This is an optimization exercise on Yosys and OpenROAD, whose aim is small area, not a production implementation. Function was checked by simulation only, so behaviour that the tests miss may differ from the original.

==> build 41: inputs <==
==> flow/design.v (excerpt) <==
module E6_VGA (
	input						RST_N					,
	input						CLK						,
	output						VGA_HSYNC				,
	output						VGA_VSYNC				,
	output			[ 7:0]		VGA_R					,
	output			[ 7:0]		VGA_G					,
	output			[ 7:0]		VGA_B					,
	output						VGA_SYNC_N				,
	output						VGA_BLANK_N				,
	input						k						,
	input						k1						,
	input						k2						,
	input						remin					,
	input						rehour					,
	input						key1_N					,
	input						key2_N					,
	input			[ 1:0]		fast					,
	output						LED_hourly				,
	output						LED_alarm				,
	output			[41:0]		DigitalTube_out
);
export LEC_CHECK = 0
export CAP_MARGIN = 20
export CORE_MARGIN = 2
export CORE_UTILIZATION = 40
export GPL_TIMING_DRIVEN = 0
export SLEW_MARGIN = 20
export SYNTH_MEMORY_MAX_BITS = 65536
create_clock -name core_clock -period 12.0 [get_ports {CLK}]
standard.sh (not shown) runs the stock make flow with config.mk's settings and CLKGATE_MAP_FILE= SYNTH_SCRIPT=/design/flow/synth_recipe.tcl, a recipe that flattens the netlist after the stock synthesis.
==> flow/flow/run.sh <==
#!/bin/bash
# Layout flow: the standard synthesis, then the combinational logic of its
# netlist is re-mapped with an area-oriented ABC script (registers, their
# names and cell types are kept as the standard synthesis made them), checked
# for equivalence with the standard netlist, and the rest of the standard flow
# (floorplan to finish) lays it out. Each tool's output goes to its own log.
set -uo pipefail
W=$PWD
F=$W/flow
R=$W/orfs/results/${FLOW_PLATFORM}/E6_VGA/base
LIB=$FLOW_HOME/platforms/${FLOW_PLATFORM}/lib/sky130_fd_sc_hd__tt_025C_1v80.lib

YOSYS=yosys
command -v yosys > /dev/null 2>&1 || YOSYS=$FLOW_HOME/../tools/install/yosys/bin/yosys
ABC=yosys-abc
command -v yosys-abc > /dev/null 2>&1 || ABC=$FLOW_HOME/../tools/install/yosys/bin/yosys-abc

# 1. standard synthesis
bash standard.sh synth > $W/log_synth.txt 2>&1 || { echo "standard synthesis failed"; exit 1; }
cp $R/1_2_yosys.v $W/std_1_2_yosys.v

# 2. re-map the combinational logic: several ABC runs with different seeds for
#    its &deepsyn search run side by side; the smallest result that is proven
#    equivalent to the standard netlist is used
export REMAP_IN=$W/std_1_2_yosys.v
export REMAP_LIB=$LIB
export REMAP_TMP=$W
export REMAP_SEQ="$(grep -oE 'sky130_fd_sc_hd__(df|edf|sdf|dl|sdl)[a-z0-9_]*' $REMAP_IN | sort -u | tr '\n' ' ')"
export REMAP_DONTUSE="$(sed -n '/DONT_USE_CELLS += /,/^#/p' $FLOW_HOME/platforms/${FLOW_PLATFORM}/config.mk | grep -oE 'sky130_fd_sc_hd__[a-z0-9_]+' | tr '\n' ' ')"
SEEDS=$(cat $F/remap_seeds 2>/dev/null || echo "1")
DEEP_T=$(cat $F/remap_seconds 2>/dev/null || echo "600")
for S in $SEEDS; do
  sed -e "s/@SEED@/$S/" -e "s/@TIME@/$DEEP_T/" $F/area.abc > $W/area_$S.abc
  REMAP_ABC=$W/area_$S.abc REMAP_OUT=$W/remapped_$S.v $YOSYS -c $F/remap.tcl > $W/log_remap_$S.txt 2>&1 &
done
wait

ok=0
for S in $(for S in $SEEDS; do a=$(grep -s "Chip area" $W/remapped_$S.v.stat | awk '{print $NF}'); [[ -n "$a" ]] && echo "$a $S"; done | sort -g | awk '{print $2}'); do
  echo "seed $S: area $(grep "Chip area" $W/remapped_$S.v.stat | awk '{print $NF}')"
  export REMAP_OUT=$W/remapped_$S.v
  if $YOSYS -c $F/eqcheck.tcl > $W/log_eqcheck_$S.txt 2>&1; then
    $ABC -c "cec -n $W/gold.blif $W/gate.blif" > $W/log_cec_$S.txt 2>&1
    if grep -q "Networks are equivalent" $W/log_cec_$S.txt; then
      ok=1
      break
    fi
  fi
  echo "seed $S: not proven equivalent"
done

if [[ $ok == 1 ]]; then
  echo "re-mapped netlist (seed $S) is equivalent; using it"
  cp $REMAP_OUT $R/1_2_yosys.v
  rm -f $R/1_synth.odb $R/1_synth.sdc
else
  echo "re-mapping failed or not proven equivalent; keeping the standard netlist"
fi

# 3. the rest of the standard flow, with the make settings listed in
#    flow/make_args (one VAR=value per line)
ARGS=()
if [[ -f $F/make_args ]]; then
  while IFS= read -r line; do
    [[ -n "$line" && "${line:0:1}" != "#" ]] && ARGS+=("$line")
  done < $F/make_args
fi
bash standard.sh "${ARGS[@]}" finish > $W/log_finish.txt 2>&1 || { echo "layout failed"; tail -30 $W/log_finish.txt; exit 1; }
echo "done"
==> flow/flow/area.abc <==
strash
dc2
balance -l; resub -K 6 -l; rewrite -l; resub -K 6 -N 2 -l; refactor -l; resub -K 8 -l; balance -l; resub -K 8 -N 2 -l; rewrite -l; resub -K 10 -l; rewrite -z -l; resub -K 10 -N 2 -l; balance -l; resub -K 12 -l; refactor -z -l; resub -K 12 -N 2 -l; rewrite -z -l; balance -l
balance -l; resub -K 6 -l; rewrite -l; resub -K 6 -N 2 -l; refactor -l; resub -K 8 -l; balance -l; resub -K 8 -N 2 -l; rewrite -l; resub -K 10 -l; rewrite -z -l; resub -K 10 -N 2 -l; balance -l; resub -K 12 -l; refactor -z -l; resub -K 12 -N 2 -l; rewrite -z -l; balance -l
&get -n
&deepsyn -T @TIME@ -S @SEED@
&put
dch -f
amap -F 20 -A 40
topo
==> flow/flow/eqcheck.tcl <==
# Check that the re-mapped netlist is equivalent to the standard synthesis
# netlist, registers paired by name (ABC cec on the flattened netlists).
yosys -import
set lib $::env(REMAP_LIB)
set tmp $::env(REMAP_TMP)
foreach {which file} [list gold $::env(REMAP_IN) gate $::env(REMAP_OUT)] {
  design -reset
  read_liberty -overwrite -ignore_miss_func -ignore_miss_data_latch $lib
  read_verilog $file
  hierarchy -top E6_VGA
  flatten
  yosys rename -hide w:* x:* %d
  opt_clean -purge
  async2sync
  dffunmap
  opt_clean -purge
  write_blif -gates $tmp/$which.blif
}
==> flow/flow/remap.tcl <==
# Re-map the combinational logic of the standard synthesis netlist with a
# stronger area-oriented ABC script. Registers (their instances, names and
# cell types) are kept exactly as the standard synthesis made them.
# env: REMAP_IN, REMAP_OUT, REMAP_LIB, REMAP_ABC, REMAP_DONTUSE
yosys -import
set lib $::env(REMAP_LIB)
set du {}
foreach c $::env(REMAP_DONTUSE) { lappend du -dont_use $c }
read_liberty -overwrite -ignore_miss_func -ignore_miss_data_latch $lib
read_verilog $::env(REMAP_IN)
hierarchy -top E6_VGA
# keep every sequential cell as an instance
setattr -mod -set keep_hierarchy 1 {*}$::env(REMAP_SEQ)
flatten
opt_clean -purge
select -module E6_VGA
opt -full
abc -liberty $lib {*}$du -script $::env(REMAP_ABC)
opt_clean -purge
hilomap -singleton -hicell sky130_fd_sc_hd__conb_1 HI -locell sky130_fd_sc_hd__conb_1 LO
splitnets
opt_clean -purge
insbuf -buf sky130_fd_sc_hd__buf_4 A X
opt_clean -purge
select -clear
read_liberty -lib -overwrite -ignore_miss_func -ignore_miss_data_latch $lib
tee -o $::env(REMAP_OUT).stat stat -top E6_VGA -liberty $lib
write_verilog -noattr -noexpr -nohex -nodec -selected $::env(REMAP_OUT)
==> flow/flow/remap_seconds <==
1200
==> flow/flow/remap_seeds <==
1 2 3 4
Other scripts of this flow, unchanged in this note and not shown: flow/flow/make_args
==> inputs of build 18, as changes to build 41 <==
--- a/flow/design.v
+++ b/flow/design.v
@@ -1101,28 +1101,22 @@
 		begin
 			if (&x[7:1]) hnext = {(x[10:8] == 3'd5) ? 3'd0 : x[10:8] + 3'd1, 8'd0};
 			else         hnext = {x[10:8], x[7:0] + 8'd1};
 		end
 	endfunction
 	reg			[20:0]		cc;
-	reg			[10:0]		hu1;
-	reg						hw;
+	reg			[10:0]		hu, hu1;
 	reg			[10:0]		hc_c;	 
 	wire cc_end = cc[20] & cc[19] & cc[18] & cc[17] & cc[15] & cc[10] & cc[7];
 	always @(posedge CLK or negedge RST_N) begin
 		if (!RST_N) begin
-			cc <= 21'd0; hu1 <= 11'd0; hw <= 1'b0;
+			cc <= 21'd0; hu <= 11'd0; hu1 <= 11'd0;
 		end else if (pe) begin
-			if (cc_end) cc <= 21'd0;
-			else        cc <= cc + 21'd1;
-			if (lastpix & lastline) begin
-				if (hw) hu1 <= hnext(hu1);
-				hw <= cc_end;
-			end else if (cc_end) begin
-				hw <= 1'b1;
-			end
+			if (cc_end) begin cc <= 21'd0; hu <= hnext(hu); end
+			else cc <= cc + 21'd1;
+			if (lastpix & lastline) hu1 <= hu;
 		end
 	end
 	always @(posedge CLK) begin
 		if (hc == 11'd0) hc_c <= hu1;
 		else if (pe) hc_c <= hnext(hc_c);
 	end
==> flow/flow/run.sh (replaced) <==
#!/bin/bash
# Layout flow: the standard synthesis, then the combinational logic of its
# netlist is re-mapped with an area-oriented ABC script (registers, their
# names and cell types are kept as the standard synthesis made them), checked
# for equivalence with the standard netlist, and the rest of the standard flow
# (floorplan to finish) lays it out. Each tool's output goes to its own log.
set -uo pipefail
W=$PWD
F=$W/flow
R=$W/orfs/results/${FLOW_PLATFORM}/E6_VGA/base
LIB=$FLOW_HOME/platforms/${FLOW_PLATFORM}/lib/sky130_fd_sc_hd__tt_025C_1v80.lib

YOSYS=yosys
command -v yosys > /dev/null 2>&1 || YOSYS=$FLOW_HOME/../tools/install/yosys/bin/yosys
ABC=yosys-abc
command -v yosys-abc > /dev/null 2>&1 || ABC=$FLOW_HOME/../tools/install/yosys/bin/yosys-abc

# 1. standard synthesis
bash standard.sh synth > $W/log_synth.txt 2>&1 || { echo "standard synthesis failed"; exit 1; }
cp $R/1_2_yosys.v $W/std_1_2_yosys.v

# 2. re-map the combinational logic
export REMAP_IN=$W/std_1_2_yosys.v
export REMAP_OUT=$W/remapped.v
export REMAP_LIB=$LIB
export REMAP_ABC=$F/area.abc
export REMAP_TMP=$W
export REMAP_SEQ="$(grep -oE 'sky130_fd_sc_hd__(df|edf|sdf|dl|sdl)[a-z0-9_]*' $REMAP_IN | sort -u | tr '\n' ' ')"
export REMAP_DONTUSE="$(sed -n '/DONT_USE_CELLS += /,/^#/p' $FLOW_HOME/platforms/${FLOW_PLATFORM}/config.mk | grep -oE 'sky130_fd_sc_hd__[a-z0-9_]+' | tr '\n' ' ')"

ok=0
if $YOSYS -c $F/remap.tcl > $W/log_remap.txt 2>&1 && [[ -s $REMAP_OUT ]]; then
  if $YOSYS -c $F/eqcheck.tcl > $W/log_eqcheck.txt 2>&1; then
    $ABC -c "cec -n $W/gold.blif $W/gate.blif" > $W/log_cec.txt 2>&1
    if grep -q "Networks are equivalent" $W/log_cec.txt; then
      ok=1
    fi
  fi
fi

if [[ $ok == 1 ]]; then
  echo "re-mapped netlist is equivalent; using it"
  cp $REMAP_OUT $R/1_2_yosys.v
  rm -f $R/1_synth.odb $R/1_synth.sdc
else
  echo "re-mapping failed or not proven equivalent; keeping the standard netlist"
fi

# 3. the rest of the standard flow, with the make settings listed in
#    flow/make_args (one VAR=value per line)
ARGS=()
if [[ -f $F/make_args ]]; then
  while IFS= read -r line; do
    [[ -n "$line" && "${line:0:1}" != "#" ]] && ARGS+=("$line")
  done < $F/make_args
fi
bash standard.sh "${ARGS[@]}" finish > $W/log_finish.txt 2>&1 || { echo "layout failed"; tail -30 $W/log_finish.txt; exit 1; }
echo "done"
==> flow/flow/area.abc (replaced) <==
strash
dc2
balance -l; resub -K 6 -l; rewrite -l; resub -K 6 -N 2 -l; refactor -l; resub -K 8 -l; balance -l; resub -K 8 -N 2 -l; rewrite -l; resub -K 10 -l; rewrite -z -l; resub -K 10 -N 2 -l; balance -l; resub -K 12 -l; refactor -z -l; resub -K 12 -N 2 -l; rewrite -z -l; balance -l
balance -l; resub -K 6 -l; rewrite -l; resub -K 6 -N 2 -l; refactor -l; resub -K 8 -l; balance -l; resub -K 8 -N 2 -l; rewrite -l; resub -K 10 -l; rewrite -z -l; resub -K 10 -N 2 -l; balance -l; resub -K 12 -l; refactor -z -l; resub -K 12 -N 2 -l; rewrite -z -l; balance -l
dch -f
amap -F 20 -A 40
topo
- CAP_MARGIN: 20 -> 0
- SLEW_MARGIN: 20 -> 0
removed: flow/flow/remap_seconds
removed: flow/flow/remap_seeds
==> inputs of trial 19, as changes to build 41 <==
==> flow/flow/remap_seconds (replaced) <==
5400
==> flow/flow/remap_seeds (replaced) <==
1 2 3 4 5 6
==> impl_metrics.env <==
export IMPL_slowest_stage="o21ai_0"
export IMPL_path_cells="clkinv_1 -> nor2_1 -> clkinv_1 -> nor2_1 -> clkinv_1 -> o21ai_0 -> clkinv_1 -> o21ai_0 -> a21boi_0 -> nor2_1 -> o21ai_0 -> o221ai_1 -> a222oi_1 -> clkinv_1 -> a31oi_1 -> nor2_1 -> o21bai_1 -> nand3_1 -> nand2b_1 -> nor2b_1"
export IMPL_r2r_start="vc[2]$_DFFE_PN0N_"
export IMPL_status="finished clean"
export IMPL_num_vias=14800
export IMPL_cap_violations=0
export IMPL_die_area_sq_mm=0.0371
export IMPL_r2r_setup_slack_ns=4.00
export IMPL_synth_avg_cell_area_sq_um=7.64
export IMPL_fin_ws_ns=4.00
export IMPL_synth_net_count=1871
-- figures above: build 41

==> impl_metrics.env <==
export IMPL_status="complete, but fails checks"
export IMPL_check_faults="max-capacitance violations"
export IMPL_path_cells="clkinv_1 -> nor2_1 -> nor3_1 -> o2111ai_1 -> nor2_1 -> a21oi_1 -> clkinv_1 -> nor2_2 -> buf_8 -> clkinv_1 -> nor2_1 -> nand2_1 -> o21ai_0 -> clkinv_1 -> o21ai_0 -> clkinv_1 -> o22ai_1 -> o21ai_0 -> a31oi_1 -> o311ai_0 -> o32ai_1 -> nor2b_1 -> nor2b_1 -> nor3_1"
export IMPL_synth_avg_cell_area_sq_um=7.54
export IMPL_cap_violations=1
export IMPL_r2r_start="hc[6]$_DFF_PN0_"
export IMPL_synth_net_count=2006
export IMPL_num_vias=15900
export IMPL_slowest_stage="a21oi_1"
export IMPL_die_area_sq_mm=0.0392
export IMPL_fin_ws_ns=2.77
-- figures above: build 18

==> impl_metrics.env <==
export IMPL_synth_net_count=1850
export IMPL_status="finished clean"
export IMPL_grt_pass1_vias=13900
export IMPL_design_area_sq_mm=0.0156
export IMPL_r2r_start="hc[4]$_DFF_PN1_"
export IMPL_insertedDiodeCount=1
export IMPL_path_cells="or4b_1 -> nor4_1 -> nand2b_1 -> nor2_1 -> a31oi_1 -> nor3_1 -> clkinv_1 -> o21a_1 -> nor3_1 -> nor2_1 -> or2_0 -> nor2_1 -> a21oi_1 -> nor3_1 -> o211ai_1 -> a21o_1 -> o21bai_1 -> a2111oi_1 -> buf_1"
export IMPL_die_area_sq_mm=0.0370
export IMPL_cap_violations=0
export IMPL_r2r_setup_slack_ns=4.24
-- figures above: trial 19

## static timing again, ports no longer ideal
In the flow no input, the clock included, has a driving cell. The finished layouts below were timed again as built, in two steps.
Step 1 assumes that a clkbuf_16 drives the clock port and a buf_2 every other input.
Step 2 moves the port delays by t, midway between the first and last clock arrival at a register: inputs arrive t later, outputs are due t later. That takes back most of the time a late clock gives input paths.
Slacks: ideal ports / drivers / drivers and shift; pairs: ideal ports / drivers.
run	t (ns)	slack for setup (ns)	latest minus earliest clock arrival (ns)
build 41	0.579	3.997 / 3.987 / 3.997	0.095 / 0.094
build 18	0.594	2.772 / 2.772 / 2.772	0.076 / 0.076
trial 19	0.580	3.729 / 3.686 / 4.241	0.076 / 0.076
